This is an optimization exercise on Yosys and OpenROAD, whose aim is small area, not a production implementation.
In this exercise RTL edits were held to simulation tests only and were not proved equivalent to the original.
No driver is modelled on the clock port, so clock power and skew are understated where the tree is cut down; a real chip needs a root buffer or a tree.
No activity file was given, so power comes from the tool's default toggle rates.

==> run a: inputs <==
==> flow/design.v (excerpt) <==
module berger_zero_faulty_memory(
    input clk,
    input rst,
    input [7:0] input_data,
    input [3:0] input_addr,
    input wr_en,
    input [11:0] unidirectional_fault_mask,
    input fault_enable,
    input fault_zero_to_one,
    output [7:0] output_data,
    output zero_to_one_error
);
Settings: LEC_CHECK=0, ABC_AREA=1, CAP_MARGIN=0, CORE_MARGIN=2, CORE_UTILIZATION=60, GPL_TIMING_DRIVEN=0, SLEW_MARGIN=0; clock period 8.0 ns.
standard.sh (not shown) runs the stock make flow with config.mk's settings and CLKGATE_MAP_FILE= SYNTH_SCRIPT=/design/flow/synth_recipe.tcl, a recipe that flattens the netlist after the stock synthesis.
==> flow/flow/run.sh <==
#!/bin/bash
# Standard synthesis; then the combinational logic is replaced by a
# hand-mapped netlist (flow/hand.v, made by gen/hand.py) when that netlist's
# flip-flops are exactly the standard synthesis's (names and cell types),
# else by an area re-mapping of the standard netlist's own logic. Then the
# standard layout with small port buffers and a small clock tree.
set -euo pipefail
HERE=$(pwd)
R=$HERE/orfs/results/sky130hd/berger_zero_faulty_memory/base
LIB=$FLOW_HOME/platforms/sky130hd/lib/sky130_fd_sc_hd__tt_025C_1v80.lib

bash standard.sh synth > synth_standard.log 2>&1
cp $R/1_2_yosys.v $HERE/standard_1_2_yosys.v

bash flow/flops.sh $HERE/standard_1_2_yosys.v > flops_standard.txt
bash flow/flops.sh $HERE/flow/hand.v > flops_hand.txt
if [[ -s flops_standard.txt ]] && cmp -s flops_standard.txt flops_hand.txt; then
  echo "using flow/hand.v" > netlist_choice.log
  cp $HERE/flow/hand.v $R/1_2_yosys.v
else
  echo "flip-flops differ; using the area re-mapping" > netlist_choice.log
  LIB=$LIB IN_V=$HERE/standard_1_2_yosys.v OUT_V=$R/1_2_yosys.v \
    ABC_SCRIPT=$HERE/flow/area.abc STAT_OUT=$HERE/reabc_stat.txt \
    yosys -c $HERE/flow/reabc.tcl > reabc.log 2>&1
fi
rm -f $R/1_synth.odb $R/1_synth.sdc

export BUFFER_PORTS_ARGS="-buffer_cell sky130_fd_sc_hd__buf_1"
export CTS_ARGS="-sink_clustering_enable -repair_clock_nets -dont_use_dummy_load -root_buf sky130_fd_sc_hd__clkbuf_16 -buf_list sky130_fd_sc_hd__clkbuf_4"
export POST_CTS_TCL=$HERE/flow/post_cts.tcl
export CTS_UPSIZE_FANOUT=12
bash standard.sh > layout.log 2>&1
==> flow/flow/post_cts.tcl <==
# Clock leaf buffers that drive many flip-flops get a stronger cell, to keep
# the slew at the flip-flops' clock pins low; then re-legalize the placement.
foreach inst [get_cells clkbuf_*] {
  if {[get_property $inst ref_name] ne "sky130_fd_sc_hd__clkbuf_4"} { continue }
  set out [get_pins -of_objects $inst -filter "direction==output"]
  set loads [get_pins -of_objects [get_nets -of_objects $out] -filter "direction==input"]
  if {[llength $loads] >= $::env(CTS_UPSIZE_FANOUT)} {
    puts "post_cts: [get_full_name $inst] fanout [llength $loads] -> clkbuf_8"
    replace_cell $inst sky130_fd_sc_hd__clkbuf_8
  }
}
detailed_placement
check_placement -verbose
estimate_parasitics -placement
Other scripts of this flow, unchanged in this note and not shown: flow/flow/area.abc, flow/flow/flops.sh, flow/flow/hand.v, flow/flow/reabc.tcl
==> inputs of run b, as changes to run a <==
--- a/flow/flow/run.sh
+++ b/flow/flow/run.sh
@@ -5,3 +5,4 @@
 # else by an area re-mapping of the standard netlist's own logic. Then the
-# standard layout with small port buffers and a small clock tree.
+# standard layout with small port buffers and a two-level clock tree of
+# eight leaf buffers (flow/post_cts.tcl rebuilds the tree CTS makes).
 set -euo pipefail
@@ -30,3 +31,5 @@
 export POST_CTS_TCL=$HERE/flow/post_cts.tcl
-export CTS_UPSIZE_FANOUT=12
+export CTS_LEAVES=8 CTS_COLS=2
+export CTS_LEAF_CELL=sky130_fd_sc_hd__clkbuf_8 CTS_LEAF_CELL_BIG=sky130_fd_sc_hd__clkbuf_16
+export CTS_ROOT_CELL=sky130_fd_sc_hd__clkbuf_4 CTS_SLEW_LIMIT=0.115
 bash standard.sh > layout.log 2>&1
==> flow/flow/post_cts.tcl (replaced) <==
# Rebuild the clock tree's leaf level: the flip-flops are split by place
# into CTS_LEAVES groups of equal size (CTS_COLS columns), each driven by one
# leaf buffer (CTS_LEAF_CELL) at the group's centre; the root buffer
# (CTS_ROOT_CELL) drives the leaves. Every flip-flop stays two buffers from
# the clock port.
set nleaves $::env(CTS_LEAVES)
set ncol $::env(CTS_COLS)
set db [ord::get_db]
set block [ord::get_db_block]
proc out_net {inst} {
  foreach it [$inst getITerms] {
    if {[$it isOutputSignal]} { return [$it getNet] }
  }
  return "NULL"
}
proc loads {net} {
  set r {}
  foreach it [$net getITerms] { if {[$it isInputSignal]} { lappend r $it } }
  return $r
}
set clknet [$block findNet clk]
set roots [loads $clknet]
if {[llength $roots] != 1} { error "post_cts: expected one root clock buffer" }
set root [[lindex $roots 0] getInst]
set rootnet [out_net $root]
set leaves {}
foreach it [loads $rootnet] { lappend leaves [$it getInst] }
if {[llength $leaves] < $nleaves} { error "post_cts: only [llength $leaves] leaves" }
set sinks {}
foreach leaf $leaves {
  foreach it [loads [out_net $leaf]] {
    set bb [[$it getInst] getBBox]
    lappend sinks [list $it [expr {([$bb xMin] + [$bb xMax]) / 2}] [expr {([$bb yMin] + [$bb yMax]) / 2}]]
  }
}
set nrow [expr {$nleaves / $ncol}]
set sorted [lsort -integer -index 1 $sinks]
set n [llength $sorted]
set groups {}
for {set c 0} {$c < $ncol} {incr c} {
  set col [lrange $sorted [expr {$c * $n / $ncol}] [expr {($c + 1) * $n / $ncol - 1}]]
  set col [lsort -integer -index 2 $col]
  set m [llength $col]
  for {set r 0} {$r < $nrow} {incr r} {
    lappend groups [lrange $col [expr {$r * $m / $nrow}] [expr {($r + 1) * $m / $nrow - 1}]]
  }
}
set leafmaster [$db findMaster $::env(CTS_LEAF_CELL)]
set i 0
foreach g $groups {
  set leaf [lindex $leaves $i]
  incr i
  set lnet [out_net $leaf]
  set sx 0; set sy 0
  foreach s $g { set sx [expr {$sx + [lindex $s 1]}]; set sy [expr {$sy + [lindex $s 2]}] }
  set cx [expr {$sx / [llength $g]}]
  set cy [expr {$sy / [llength $g]}]
  $leaf swapMaster $leafmaster
  $leaf setLocation [expr {$cx - [[$leaf getMaster] getWidth] / 2}] $cy
  $leaf setPlacementStatus PLACED
  foreach s $g {
    set it [lindex $s 0]
    if {[[$it getNet] getName] ne [$lnet getName]} {
      $it disconnect
      $it connect $lnet
    }
  }
  puts "post_cts: [$leaf getName] drives [llength $g] flip-flops at ($cx, $cy)"
}
foreach leaf [lrange $leaves $nleaves end] {
  set lnet [out_net $leaf]
  if {[llength [loads $lnet]] != 0} { error "post_cts: leaf still has loads" }
  set name [$leaf getName]
  odb::dbInst_destroy $leaf
  odb::dbNet_destroy $lnet
  puts "post_cts: removed $name"
}
$root swapMaster [$db findMaster $::env(CTS_ROOT_CELL)]
detailed_placement
estimate_parasitics -placement

# A leaf whose flip-flops' clock slew (as estimated here) is over
# CTS_SLEW_LIMIT (ns) gets the next larger buffer.
set bigger [$db findMaster $::env(CTS_LEAF_CELL_BIG)]
set changed 0
foreach leaf [lrange $leaves 0 [expr {$nleaves - 1}]] {
  set worst 0
  foreach it [loads [out_net $leaf]] {
    set p [get_pins "[[$it getInst] getName]/[[$it getMTerm] getName]"]
    foreach e {rise fall} { set s [get_property $p slew_max_$e]; if {$s > $worst} { set worst $s } }
  }
  puts "post_cts: [$leaf getName] worst estimated clock slew $worst"
  if {$worst > $::env(CTS_SLEW_LIMIT)} {
    $leaf swapMaster $bigger
    set changed 1
    puts "post_cts: [$leaf getName] -> [$bigger getName]"
  }
}
if {$changed} {
  detailed_placement
  estimate_parasitics -placement
}
check_placement -verbose
==> run notes <==
status=no timing/DRC/antenna violations; multi-input combinational area share=22.1%; min cycle time layout=7250 ps; Syn-to-layout area delta=7.89%; net switching power=335 uW; Max Freq=138 MHz; P_leak=0.00199 uW; slew margin rel.=41.7%; clock network contribution to total cell area=2.71%; CTS tree=yes; Metal-1 WL=4990 um; largest net degree at the start of global routing=17; Nets=434; clkbuf count=17; fraction of area in non-clock buffers=2.30%; Slew @ Worst Pin=871 ps; Core Util, Final=66.0%
-- figures above: run a

==> run notes <==
HPWL Detailed=7870 um; P_leak=0.00196 uW; min cycle time layout=7290 ps; fraction of area in non-clock buffers=2.32%; Power Total=1360 uW; Metal-1 WL=4930 um; Slew @ Worst Pin=849 ps; Syn-to-layout area delta=7.06%; Max Freq=137 MHz; slew margin rel.=43.2%; net switching power=327 uW; RR Endpoint=valid[11]; status=no timing/DRC/antenna violations; Placeable Area=9150 sq um; Nets=426; multi-input combinational area share=22.3%; Core Util, Final=65.5%; CP endpoint=zero_to_one_error
-- figures above: run b


---

==> branch maple: inputs <==
berger_zero_faulty_memory again, from the RTL that the note above started with.
Settings: LEC_CHECK=0, ABC_AREA=1, CAP_MARGIN=0, CORE_MARGIN=2, CORE_UTILIZATION=60, GPL_TIMING_DRIVEN=0, SLEW_MARGIN=0; clock period 8.0 ns.
==> flow/flow/run.sh <==
#!/bin/bash
# Standard synthesis, then an area re-mapping of the combinational logic
# (flip-flops untouched), then the standard layout with small port buffers
# and a clock tree without dummy loads.
set -euo pipefail
HERE=$(pwd)
R=$HERE/orfs/results/sky130hd/berger_zero_faulty_memory/base
LIB=$FLOW_HOME/platforms/sky130hd/lib/sky130_fd_sc_hd__tt_025C_1v80.lib

bash standard.sh synth > synth_standard.log 2>&1
cp $R/1_2_yosys.v $HERE/standard_1_2_yosys.v

LIB=$LIB IN_V=$HERE/standard_1_2_yosys.v OUT_V=$R/1_2_yosys.v \
  ABC_SCRIPT=$HERE/flow/area.abc STAT_OUT=$HERE/reabc_stat.txt \
  yosys -c $HERE/flow/reabc.tcl > reabc.log 2>&1
rm -f $R/1_synth.odb $R/1_synth.sdc

export BUFFER_PORTS_ARGS="-buffer_cell sky130_fd_sc_hd__buf_1"
export CTS_ARGS="-sink_clustering_enable -repair_clock_nets -dont_use_dummy_load -root_buf sky130_fd_sc_hd__clkbuf_16 -buf_list sky130_fd_sc_hd__clkbuf_4"
export POST_CTS_TCL=$HERE/flow/post_cts.tcl
export CTS_UPSIZE_FANOUT=12
bash standard.sh > layout.log 2>&1
==> flow/flow/area.abc <==
strash
dc2
dch -f
amap
topo
==> flow/flow/post_cts.tcl <==
# Clock leaf buffers that drive many flip-flops get a stronger cell, to keep
# the slew at the flip-flops' clock pins low; then re-legalize the placement.
foreach inst [get_cells clkbuf_*] {
  if {[get_property $inst ref_name] ne "sky130_fd_sc_hd__clkbuf_4"} { continue }
  set out [get_pins -of_objects $inst -filter "direction==output"]
  set loads [get_pins -of_objects [get_nets -of_objects $out] -filter "direction==input"]
  if {[llength $loads] >= $::env(CTS_UPSIZE_FANOUT)} {
    puts "post_cts: [get_full_name $inst] fanout [llength $loads] -> clkbuf_8"
    replace_cell $inst sky130_fd_sc_hd__clkbuf_8
  }
}
detailed_placement
check_placement -verbose
estimate_parasitics -placement
==> flow/flow/reabc.tcl <==
yosys -import
# Re-map the combinational logic of the standard synthesis netlist for area.
# The flip-flops, and their instance names and cell types, are kept exactly
# as the standard synthesis made them.
set lib $::env(LIB)
read_liberty -ignore_miss_func $lib
read_verilog $::env(IN_V)
hierarchy -top $::env(FLOW_TOP)
setattr -mod -set keep_hierarchy 1 sky130_fd_sc_hd__*df* sky130_fd_sc_hd__*dl*
flatten
blackbox sky130_fd_sc_hd__*
opt_clean -purge
opt -fast
abc -liberty $lib -script $::env(ABC_SCRIPT) -dont_use *probe* -dont_use *lpflow*
opt_clean -purge
setundef -zero
hilomap -singleton -hicell sky130_fd_sc_hd__conb_1 HI -locell sky130_fd_sc_hd__conb_1 LO
insbuf -buf sky130_fd_sc_hd__buf_4 A X
splitnets
# left out here: clean up, hide names made inside functions
tee -o $::env(STAT_OUT) stat -liberty $lib
write_verilog -noattr -nohex -nodec $::env(OUT_V)
==> inputs of branch yarrow, as changes to branch maple <==
==> flow/run.sh (new file) <==
#!/bin/bash
# synth_recipe.tcl (not shown) runs the flow's synth.tcl, then flattens the netlist and writes it again
# the make line also repeats each setting of config.mk as NAME=value (left out here)
make -C /OpenROAD-flow-scripts/flow DESIGN_CONFIG=/design/flow/config.mk WORK_HOME=/design/flow/orfs CLKGATE_MAP_FILE= SYNTH_SCRIPT=/design/flow/synth_recipe.tcl finish
- CTS_BUF_LIST: default -> sky130_fd_sc_hd__clkbuf_8
- CTS_CLUSTER_DIAMETER: default -> 100
- CTS_CLUSTER_SIZE: default -> 40
- GPL_TIMING_DRIVEN: 0 -> default
removed: flow/flow/run.sh
removed: flow/flow/area.abc
removed: flow/flow/post_cts.tcl
removed: flow/flow/reabc.tcl
removed: flow/standard.sh
==> inputs of branch willow, as changes to branch maple <==
==> flow/run.sh (new file) <==
#!/bin/bash
# synth_recipe.tcl (not shown) runs the flow's synth.tcl, then flattens the netlist and writes it again
# the make line also repeats each setting of config.mk as NAME=value (left out here)
make -C /OpenROAD-flow-scripts/flow DESIGN_CONFIG=/design/flow/config.mk WORK_HOME=/design/flow/orfs CLKGATE_MAP_FILE= SYNTH_SCRIPT=/design/flow/synth_recipe.tcl finish
- CAP_MARGIN: 0 -> 20
- CORE_UTILIZATION: 60 -> 40
- GPL_TIMING_DRIVEN: 0 -> default
- SLEW_MARGIN: 0 -> 20
removed: flow/flow/run.sh
removed: flow/flow/area.abc
removed: flow/flow/post_cts.tcl
removed: flow/flow/reabc.tcl
removed: flow/standard.sh
==> comparison <==
Branch maple produced a clean layout. Branch willow completed with no timing, DRC or antenna violations. Branch yarrow passed the timing, DRC and antenna checks.
Of branch yarrow and branch maple, branch yarrow has the higher global-route usage (gap 0.18 points).
The lowest routed wire length belongs to branch maple, the highest to branch willow.
Between branch maple and branch yarrow, the lower cell area is in branch maple (gap about 15%, measured against branch yarrow).
Power: branch maple < branch yarrow < branch willow.
Between branch yarrow and branch maple, the lower synthesized cell count is in branch maple (gap 37%, measured against branch maple).
Sequential cell count is the same in branch maple and branch willow.
Of branch willow and branch maple, branch willow has the higher via count (gap about 17%, measured against branch maple).
Sequential power is about the same in branch willow and branch yarrow.

==> afterwards: timing with drivers on the ports <==
Ports are ideal in the flow. The routed layouts listed here were re-timed in OpenROAD. Step 1 assumes that a clkbuf_16 drives the clock port and a buf_2 every other input. Step 2 times the ports against the registers' clock, not the clock port: input delays grow and output delays shrink by t, the midpoint of the rising clock arrivals with the driver on. Slacks: ideal ports / drivers / drivers and shift; pairs: ideal ports / drivers.
run | t (ns) | setup WS [ns] | worst hold slack (ns) | worst setup path after step 2 | clock arrival spread, ns
run a | 0.375 | 0.747 / 0.725 / 0.725 | 0.467 / 0.467 / 0.467 | input to output | 0.032 / 0.032
run b | 0.485 | 0.712 / 0.690 / 0.690 | 0.472 / 0.472 / 0.472 | input to output | 0.010 / 0.010
branch maple | 0.383 | 0.463 / 0.440 / 0.440 | 0.473 / 0.473 / 0.473 | input to output | 0.033 / 0.034
branch yarrow | 0.474 | 0.342 / 0.318 / 0.318 | 0.475 / 0.475 / 0.475 | input to output | 0.011 / 0.011
branch willow | 0.457 | 0.393 / 0.370 / 0.370 | 0.467 / 0.467 / 0.467 | input to output | 0.008 / 0.008
After both steps setup and hold are still met in every run listed. For branch yarrow, which loses most, drivers alone change the setup slack by -0.024 ns; drivers and shift together by -0.024 ns.
